Source: an optimization exercise on an open RTL-to-GDS flow (aim: small area and a short achievable clock period). Production flows keep margins and buffers that such runs may drop.
In this exercise RTL edits were held to simulation tests only and were not proved equivalent to the original.
The clock port is modelled as an ideal driver; clocking choices that lean on that would not hold on a real chip.

==> run a <==
==> flow/design.v <==
module fairArb (
	input  logic [15:0] bids,
	output logic [15:0] wins,
	input  logic        get_next_win,
	input  logic        clk,
	input  logic        rst
);
	logic [3:0]  p;
	logic        a, b;
	logic [15:0] m;       
	logic [15:0] bm;      
	logic [15:0] g;       
	logic [3:0]  pn;      
	always_comb begin
		for (int i = 0; i < 16; i++)
			m[i] = (i[3:0] >= p);
	end
	assign bm = bids & m;
	logic [31:0] dv, dg;
	assign dv = {bids, bm};
	assign dg = dv & (~dv + 32'd1);
	assign g  = dg[15:0] | dg[31:16];
	always_comb begin
		pn = 4'd0;
		for (int i = 0; i < 16; i++)
			if (g[i]) pn = pn | (i[3:0] + 4'd1);
		if (g == 16'd0) pn = 4'd1;
	end
	always_ff @(posedge clk) begin
		if (~rst) begin
			wins <= 16'd0;
			p    <= 4'd0;
			a    <= 1'b0;
			b    <= 1'b0;
		end else begin
			wins <= g;
			a    <= 1'b1;
			b    <= a;
			if ((a & ~b) | (b & get_next_win & (|bids)))
				p <= pn;
		end
	end
endmodule
==> flow/flow/run.sh <==
#!/bin/bash
set -euo pipefail
here=$(cd "$(dirname "$0")" && pwd)
source "$here/vars.sh"
bash standard.sh synth > synth.log 2>&1
bash standard.sh "${EXTRA[@]}" PRE_DETAIL_PLACE_TCL="$here/size.tcl" POST_CTS_TCL="$here/size_cts.tcl" finish > layout.log 2>&1
==> flow/flow/size.tcl <==
source $::env(PLATFORM_DIR)/setRC.tcl
set ::size_stage [expr {[info exists ::env(SIZE_STAGE)] ? $::env(SIZE_STAGE) : "place"}]
set ::size_per [get_property [get_clocks core_clock] period]
set ::size_in [delete_from_list [all_inputs] [get_ports clk]]
set ::size_dly [expr {0.2 * $::size_per}]
if {$::size_stage eq "cts"} {
  set_propagated_clock [all_clocks]
} else {
  set ::size_lat [expr {[info exists ::env(SIZE_CLK_LATENCY)] ? $::env(SIZE_CLK_LATENCY) : 0.26}]
  set_input_delay [expr {$::size_dly - $::size_lat}] -clock core_clock $::size_in
  set_output_delay [expr {$::size_dly + $::size_lat}] -clock core_clock [all_outputs]
}
set_dont_use $::env(DONT_USE_CELLS)
estimate_parasitics -placement
sta::make_equiv_cells [get_libs *]

# the period is a soft maximum over all endpoints, so that paths close to the
# worst one also count and ties between near-critical paths do not stall it
proc size_obj {} {
  estimate_parasitics -placement
  set k $::size_k
  set sum 0.0
  foreach p $::size_eps {
    set d [expr {$::size_per - [get_property $p slack_max]}]
    set sum [expr {$sum + exp($k * ($d - 2.0))}]
  }
  set ps [expr {2.0 + log($sum) / $k}]
  return [expr {log([rsz::design_area]) + log($ps)}]
}
set ::size_k [expr {[info exists ::env(SIZE_K)] ? $::env(SIZE_K) : 25.0}]
set ::size_eps [concat [all_registers -data_pins] [all_outputs]]

set ::size_cands {}
foreach inst [get_cells *] {
  set ref [get_property $inst ref_name]
  set name [get_full_name $inst]
  if {[string match "*tapvpwrvgnd*" $ref] || [string match "*fill*" $ref] || [string match "*conb*" $ref]} { continue }
  if {[string match "clkbuf_*" $name] || [string match "clkload*" $name] || [string match "clkinv*" $name]} { continue }
  # after the clock tree is built, flip-flops keep their size: a larger one
  # loads the clock net more and slows its slew
  if {$::size_stage eq "cts" && [string match "*__df*" $ref]} { continue }
  set lc [get_lib_cells $ref]
  set alts {}
  foreach c [sta::find_equiv_cells $lc] {
    set n [get_name $c]
    if {[string match "*lpflow*" $n] || [string match "*probe*" $n]} { continue }
    lappend alts $n
  }
  if {[llength $alts] > 1} { lappend ::size_cands [list $inst $alts] }
}

proc size_state {} {
  set st {}
  foreach c $::size_cands { lappend st [get_property [lindex $c 0] ref_name] }
  return $st
}
proc size_restore {st} {
  foreach c $::size_cands n $st {
    set inst [lindex $c 0]
    if {[get_property $inst ref_name] ne $n} { replace_cell $inst $n }
  }
}
proc size_report {tag obj} {
  puts "size($::size_stage): $tag obj [format %.5f $obj] ws [format %.4f [worst_slack -max]] area [format %.2f [expr {[rsz::design_area]*1e12}]]"
}

proc size_greedy {maxpass} {
  set best [size_obj]
  size_report "greedy start" $best
  for {set pass 0} {$pass < $maxpass} {incr pass} {
    set changed 0
    foreach c $::size_cands {
      lassign $c inst alts
      set cur [get_property $inst ref_name]
      set pick $cur
      foreach n $alts {
        if {$n eq $cur} { continue }
        replace_cell $inst $n
        set o [size_obj]
        if {$o < $best - 1e-7} { set best $o; set pick $n }
      }
      if {[get_property $inst ref_name] ne $pick} { replace_cell $inst $pick }
      if {$pick ne $cur} { incr changed }
    }
    set best [size_obj]
    size_report "pass $pass changed $changed" $best
    if {$changed == 0} { break }
  }
  return $best
}

# keep the slew at every flip-flop clock pin under SIZE_CLK_SLEW (ns) by
# moving the clock buffers that drive slow pins to the next larger size
proc size_clk_slew {} {
  set lim [expr {[info exists ::env(SIZE_CLK_SLEW)] ? $::env(SIZE_CLK_SLEW) : 0.105}]
  for {set it 0} {$it < 6} {incr it} {
    estimate_parasitics -placement
    set drivers {}
    set worst 0.0
    foreach pin [all_registers -clock_pins -edge_triggered] {
      foreach e {rise fall} {
        set s [get_property $pin slew_max_$e]
        if {$s > $worst} { set worst $s }
        if {$s > $lim} {
          foreach d [get_pins -of_objects [get_nets -of_objects $pin] -filter "direction==output"] {
            lappend drivers [get_full_name [get_cells -of_objects $d]]
          }
        }
      }
    }
    puts "size(clk): worst clock pin slew $worst"
    if {[llength $drivers] == 0} { return }
    foreach n [lsort -unique $drivers] {
      set inst [get_cells $n]
      set ref [get_property $inst ref_name]
      if {[regexp {^(.*clkbuf_)([0-9]+)$} $ref -> base sz] && $sz < 16} {
        set nsz [expr {$sz * 2}]
        replace_cell $inst $base$nsz
        puts "size(clk): $n $ref -> $base$nsz"
      }
    }
  }
}

set maxpass [expr {[info exists ::env(SIZE_PASSES)] ? $::env(SIZE_PASSES) : 8}]
if {$::size_stage eq "cts"} {
  size_greedy $maxpass
  size_clk_slew
  detailed_placement
  check_placement -verbose
  estimate_parasitics -placement
  puts "size($::size_stage): legalised ws [worst_slack -max] hold [worst_slack -min]"
} else {
  set margins [expr {[info exists ::env(SIZE_MARGINS)] ? $::env(SIZE_MARGINS) : "none"}]
  set start [size_state]
  set best_obj 1e9
  set best_st $start
  foreach m $margins {
    size_restore $start
    estimate_parasitics -placement
    if {$m ne "none"} {
      repair_timing -setup -setup_margin $m -sequence "sizeup,swap" -repair_tns 100
    }
    set o [size_greedy $maxpass]
    puts "size($::size_stage): margin $m final obj [format %.5f $o]"
    if {$o < $best_obj} { set best_obj $o; set best_st [size_state] }
  }
  size_restore $best_st
  size_report "chosen" [size_obj]
  set_input_delay $::size_dly -clock core_clock $::size_in
  set_output_delay $::size_dly -clock core_clock [all_outputs]
  estimate_parasitics -placement
}
==> flow/flow/size_cts.tcl <==
# second sizing pass, after clock tree synthesis (see size.tcl)
set ::env(SIZE_STAGE) cts
source [file join [file dirname [info script]] size.tcl]
==> flow/flow/vars.sh <==
EXTRA=(BUFFER_PORTS_ARGS="-buffer_cell sky130_fd_sc_hd__buf_2")
export SIZE_MARGINS="2.1"
==> flow/standard.sh <==
#!/bin/bash
# synth_recipe.tcl (not shown) runs the flow's synth.tcl, then flattens the netlist and writes it again
# the make line also repeats each setting of config.mk as NAME=value (left out here)
make -C /OpenROAD-flow-scripts/flow DESIGN_CONFIG=/design/flow/config.mk WORK_HOME=/design/flow/orfs CLKGATE_MAP_FILE= SYNTH_SCRIPT=/design/flow/synth_recipe.tcl "${@:-finish}"
==> flow/config.mk <==
export PLATFORM = sky130hd
export DESIGN_NAME = fairArb
export DESIGN_NICKNAME = fairArb
export VERILOG_FILES = /design/flow/design.v
export SDC_FILE = /design/flow/constraint.sdc
export NUM_CORES = 4
export LEC_CHECK = 0
export ABC_AREA = 1
export CAP_MARGIN = 20
export CORE_MARGIN = 2
export CORE_UTILIZATION = 40
export SLEW_MARGIN = 20
==> flow/constraint.sdc <==
create_clock -name core_clock -period 4.0 [get_ports {clk}]
set_input_delay 0.8000 -clock core_clock [delete_from_list [all_inputs] [get_ports {clk}]]
set_output_delay 0.8000 -clock core_clock [all_outputs]
set_load 0.01 [all_outputs]
==> run b (differences from run a) <==
==> flow/flow/size.tcl (replaced) <==
source $::env(PLATFORM_DIR)/setRC.tcl
set ::size_stage [expr {[info exists ::env(SIZE_STAGE)] ? $::env(SIZE_STAGE) : "place"}]
set ::size_per [get_property [get_clocks core_clock] period]
set ::size_in [delete_from_list [all_inputs] [get_ports clk]]
set ::size_dly [expr {0.2 * $::size_per}]
if {$::size_stage eq "cts"} {
  set_propagated_clock [all_clocks]
} else {
  set ::size_lat [expr {[info exists ::env(SIZE_CLK_LATENCY)] ? $::env(SIZE_CLK_LATENCY) : 0.26}]
  set_input_delay [expr {$::size_dly - $::size_lat}] -clock core_clock $::size_in
  set_output_delay [expr {$::size_dly + $::size_lat}] -clock core_clock [all_outputs]
}
estimate_parasitics -placement
if {[info exists ::env(SIZE_REPAIR_MARGIN)] && $::size_stage ne "cts"} {
  set_dont_use $::env(DONT_USE_CELLS)
  repair_timing -setup -setup_margin $::env(SIZE_REPAIR_MARGIN) -repair_tns 100 -verbose
  estimate_parasitics -placement
}
sta::make_equiv_cells [get_libs *]

# the period is a soft maximum over all endpoints, so that paths close to the
# worst one also count and ties between near-critical paths do not stall it
proc size_obj {} {
  estimate_parasitics -placement
  set k $::size_k
  set sum 0.0
  foreach p $::size_eps {
    set d [expr {$::size_per - [get_property $p slack_max]}]
    set sum [expr {$sum + exp($k * ($d - 2.0))}]
  }
  set ps [expr {2.0 + log($sum) / $k}]
  return [expr {log([rsz::design_area]) + log($ps)}]
}
set ::size_k [expr {[info exists ::env(SIZE_K)] ? $::env(SIZE_K) : 25.0}]
set ::size_eps [concat [all_registers -data_pins] [all_outputs]]

set cands {}
foreach inst [get_cells *] {
  set ref [get_property $inst ref_name]
  set name [get_full_name $inst]
  if {[string match "*tapvpwrvgnd*" $ref] || [string match "*fill*" $ref] || [string match "*conb*" $ref]} { continue }
  if {[string match "clkbuf_*" $name] || [string match "clkload*" $name] || [string match "clkinv*" $name]} { continue }
  set lc [get_lib_cells $ref]
  set alts {}
  foreach c [sta::find_equiv_cells $lc] {
    set n [get_name $c]
    if {[string match "*lpflow*" $n] || [string match "*probe*" $n]} { continue }
    lappend alts $n
  }
  if {[llength $alts] > 1} { lappend cands [list $inst $alts] }
}
set best [size_obj]
puts "size($::size_stage): start obj [format %.5f $best] ws [worst_slack -max] area [expr {[rsz::design_area]*1e12}] cands [llength $cands]"
set maxpass [expr {[info exists ::env(SIZE_PASSES)] ? $::env(SIZE_PASSES) : 10}]
for {set pass 0} {$pass < $maxpass} {incr pass} {
  set changed 0
  foreach c $cands {
    lassign $c inst alts
    set cur [get_property $inst ref_name]
    set pick $cur
    foreach n $alts {
      if {$n eq $cur} { continue }
      replace_cell $inst $n
      set o [size_obj]
      if {$o < $best - 1e-7} { set best $o; set pick $n }
    }
    if {[get_property $inst ref_name] ne $pick} { replace_cell $inst $pick }
    if {$pick ne $cur} { incr changed }
  }
  set best [size_obj]
  puts "size($::size_stage): pass $pass changed $changed obj [format %.5f $best] ws [worst_slack -max] area [expr {[rsz::design_area]*1e12}]"
  if {$changed == 0} { break }
}
if {$::size_stage eq "cts"} {
  detailed_placement
  check_placement -verbose
  estimate_parasitics -placement
  puts "size($::size_stage): legalised ws [worst_slack -max] hold [worst_slack -min]"
} else {
  set_input_delay $::size_dly -clock core_clock $::size_in
  set_output_delay $::size_dly -clock core_clock [all_outputs]
  estimate_parasitics -placement
}
==> flow/flow/vars.sh (replaced) <==
EXTRA=(BUFFER_PORTS_ARGS="-buffer_cell sky130_fd_sc_hd__buf_2")
--- a/flow/config.mk
+++ b/flow/config.mk
@@ -5,7 +5,6 @@
 export SDC_FILE = /design/flow/constraint.sdc
 export NUM_CORES = 4
 export LEC_CHECK = 0
-export ABC_AREA = 1
 export CAP_MARGIN = 20
 export CORE_MARGIN = 2
 export CORE_UTILIZATION = 40
==> run c (differences from run a) <==
==> flow/flow/size.tcl (replaced) <==
source $::env(PLATFORM_DIR)/setRC.tcl
set ::size_stage [expr {[info exists ::env(SIZE_STAGE)] ? $::env(SIZE_STAGE) : "place"}]
set ::size_per [get_property [get_clocks core_clock] period]
set ::size_in [delete_from_list [all_inputs] [get_ports clk]]
set ::size_dly [expr {0.2 * $::size_per}]
if {$::size_stage eq "cts"} {
  set_propagated_clock [all_clocks]
} else {
  set ::size_lat [expr {[info exists ::env(SIZE_CLK_LATENCY)] ? $::env(SIZE_CLK_LATENCY) : 0.26}]
  set_input_delay [expr {$::size_dly - $::size_lat}] -clock core_clock $::size_in
  set_output_delay [expr {$::size_dly + $::size_lat}] -clock core_clock [all_outputs]
}
estimate_parasitics -placement
sta::make_equiv_cells [get_libs *]

# the period is a soft maximum over all endpoints, so that paths close to the
# worst one also count and ties between near-critical paths do not stall it
proc size_obj {} {
  estimate_parasitics -placement
  set k $::size_k
  set sum 0.0
  foreach p $::size_eps {
    set d [expr {$::size_per - [get_property $p slack_max]}]
    set sum [expr {$sum + exp($k * ($d - 2.0))}]
  }
  set ps [expr {2.0 + log($sum) / $k}]
  return [expr {log([rsz::design_area]) + log($ps)}]
}
set ::size_k [expr {[info exists ::env(SIZE_K)] ? $::env(SIZE_K) : 25.0}]
set ::size_eps [concat [all_registers -data_pins] [all_outputs]]

set cands {}
foreach inst [get_cells *] {
  set ref [get_property $inst ref_name]
  set name [get_full_name $inst]
  if {[string match "*tapvpwrvgnd*" $ref] || [string match "*fill*" $ref] || [string match "*conb*" $ref]} { continue }
  if {[string match "clkbuf_*" $name] || [string match "clkload*" $name] || [string match "clkinv*" $name]} { continue }
  set lc [get_lib_cells $ref]
  set alts {}
  foreach c [sta::find_equiv_cells $lc] {
    set n [get_name $c]
    if {[string match "*lpflow*" $n] || [string match "*probe*" $n]} { continue }
    lappend alts $n
  }
  if {[llength $alts] > 1} { lappend cands [list $inst $alts] }
}
set best [size_obj]
puts "size($::size_stage): start obj [format %.5f $best] ws [worst_slack -max] area [expr {[rsz::design_area]*1e12}] cands [llength $cands]"
set maxpass [expr {[info exists ::env(SIZE_PASSES)] ? $::env(SIZE_PASSES) : 10}]
for {set pass 0} {$pass < $maxpass} {incr pass} {
  set changed 0
  foreach c $cands {
    lassign $c inst alts
    set cur [get_property $inst ref_name]
    set pick $cur
    foreach n $alts {
      if {$n eq $cur} { continue }
      replace_cell $inst $n
      set o [size_obj]
      if {$o < $best - 1e-7} { set best $o; set pick $n }
    }
    if {[get_property $inst ref_name] ne $pick} { replace_cell $inst $pick }
    if {$pick ne $cur} { incr changed }
  }
  set best [size_obj]
  puts "size($::size_stage): pass $pass changed $changed obj [format %.5f $best] ws [worst_slack -max] area [expr {[rsz::design_area]*1e12}]"
  if {$changed == 0} { break }
}
if {$::size_stage eq "cts"} {
  detailed_placement
  check_placement -verbose
  estimate_parasitics -placement
  puts "size($::size_stage): legalised ws [worst_slack -max] hold [worst_slack -min]"
} else {
  set_input_delay $::size_dly -clock core_clock $::size_in
  set_output_delay $::size_dly -clock core_clock [all_outputs]
  estimate_parasitics -placement
}
==> flow/flow/vars.sh (replaced) <==
EXTRA=(BUFFER_PORTS_ARGS="-buffer_cell sky130_fd_sc_hd__buf_2")
==> flow_metrics.tcl <==
set metrics [dict create \
    regArea_um2 443 \
    cpPeakStageDelay_ns 0.30 \
    outcome "no timing/DRC/antenna violations" \
    final_common_cell "nor2_1" \
    fin_ws_ns 1.99 \
    p_seq_uw 245 \
    final_cell_mix "nor2_1, nand2_1, nand3_1, inv_1, clkbuf_1" \
    p_clk_uw 157 \
    wl_met3_um 443 \
    clk_pin_slew_ns 0.08 \
    grt_pass1_vias 1711 \
    pg_comb_uw 148 \
    wl_met1_um 2180 \
    p_total_uw 549 \
    cp-start-kind "input pin" \
]
-- figures above: run c

==> flow_metrics.tcl <==
set metrics [dict create \
    fin_ws_ns 1.31 \
    wl_met1_um 1680 \
    cp-start-kind "flop" \
    p_clk_uw 93.9 \
    outcome "no timing/DRC/antenna violations" \
    clk_pin_slew_ns 0.11 \
    grt_pass1_vias 1429 \
    cpPeakStageDelay_ns 0.58 \
    final_cell_mix "clkbuf_1, dfxtp_1, nor2_1, nand2_1" \
    p_total_uw 468 \
    regArea_um2 448 \
]
-- figures above: run b

==> flow_metrics.tcl <==
set metrics [dict create \
    wl_met3_um 430 \
    final_common_cell "nor2_1" \
    cp-start-kind "input pin" \
    outcome "no timing/DRC/antenna violations" \
    grt_pass1_vias 1712 \
    clk_pin_slew_ns 0.08 \
    p_clk_uw 152 \
    p_seq_uw 245 \
    fin_ws_ns 2.05 \
    wl_met1_um 2250 \
    pg_comb_uw 149 \
    regArea_um2 447 \
    final_cell_mix "nor2_1, nand2_1, nand3_1, inv_1, clkbuf_1" \
]
-- figures above: run a

port drivers added, routing unchanged:
No port has a modelled driver above. Below, the same layouts with a new extraction and two added sets of constraints.
Step 1 (the two cells are an assumption about what drives the block):
set clk [get_ports {clk}]
set_driving_cell -lib_cell sky130_fd_sc_hd__clkbuf_16 $clk
set_driving_cell -lib_cell sky130_fd_sc_hd__buf_2 [delete_from_list [all_inputs] $clk]
Step 2 times the ports against the registers' clock, not the clock port: input delays grow and output delays shrink by t, the midpoint of the rising clock arrivals with the driver on.
Three values: no drivers, after step 1, after step 2; two values: the first two.
| run | t, ns | setup slack, ns | worst slew at a driven data input, ns |
|---|---|---|---|
| run a | 0.275 | 2.055 / 2.055 / 1.780 | 0.03 |
| run b | 0.319 | 1.315 / 1.315 / 1.003 | 0.03 |
| run c | 0.281 | 1.986 / 1.984 / 1.703 | 0.03 |
After both steps setup and hold are still met in every run listed. The setup slack of run b, which loses most, moves by 0.000 ns with the drivers and by -0.312 ns with both steps.
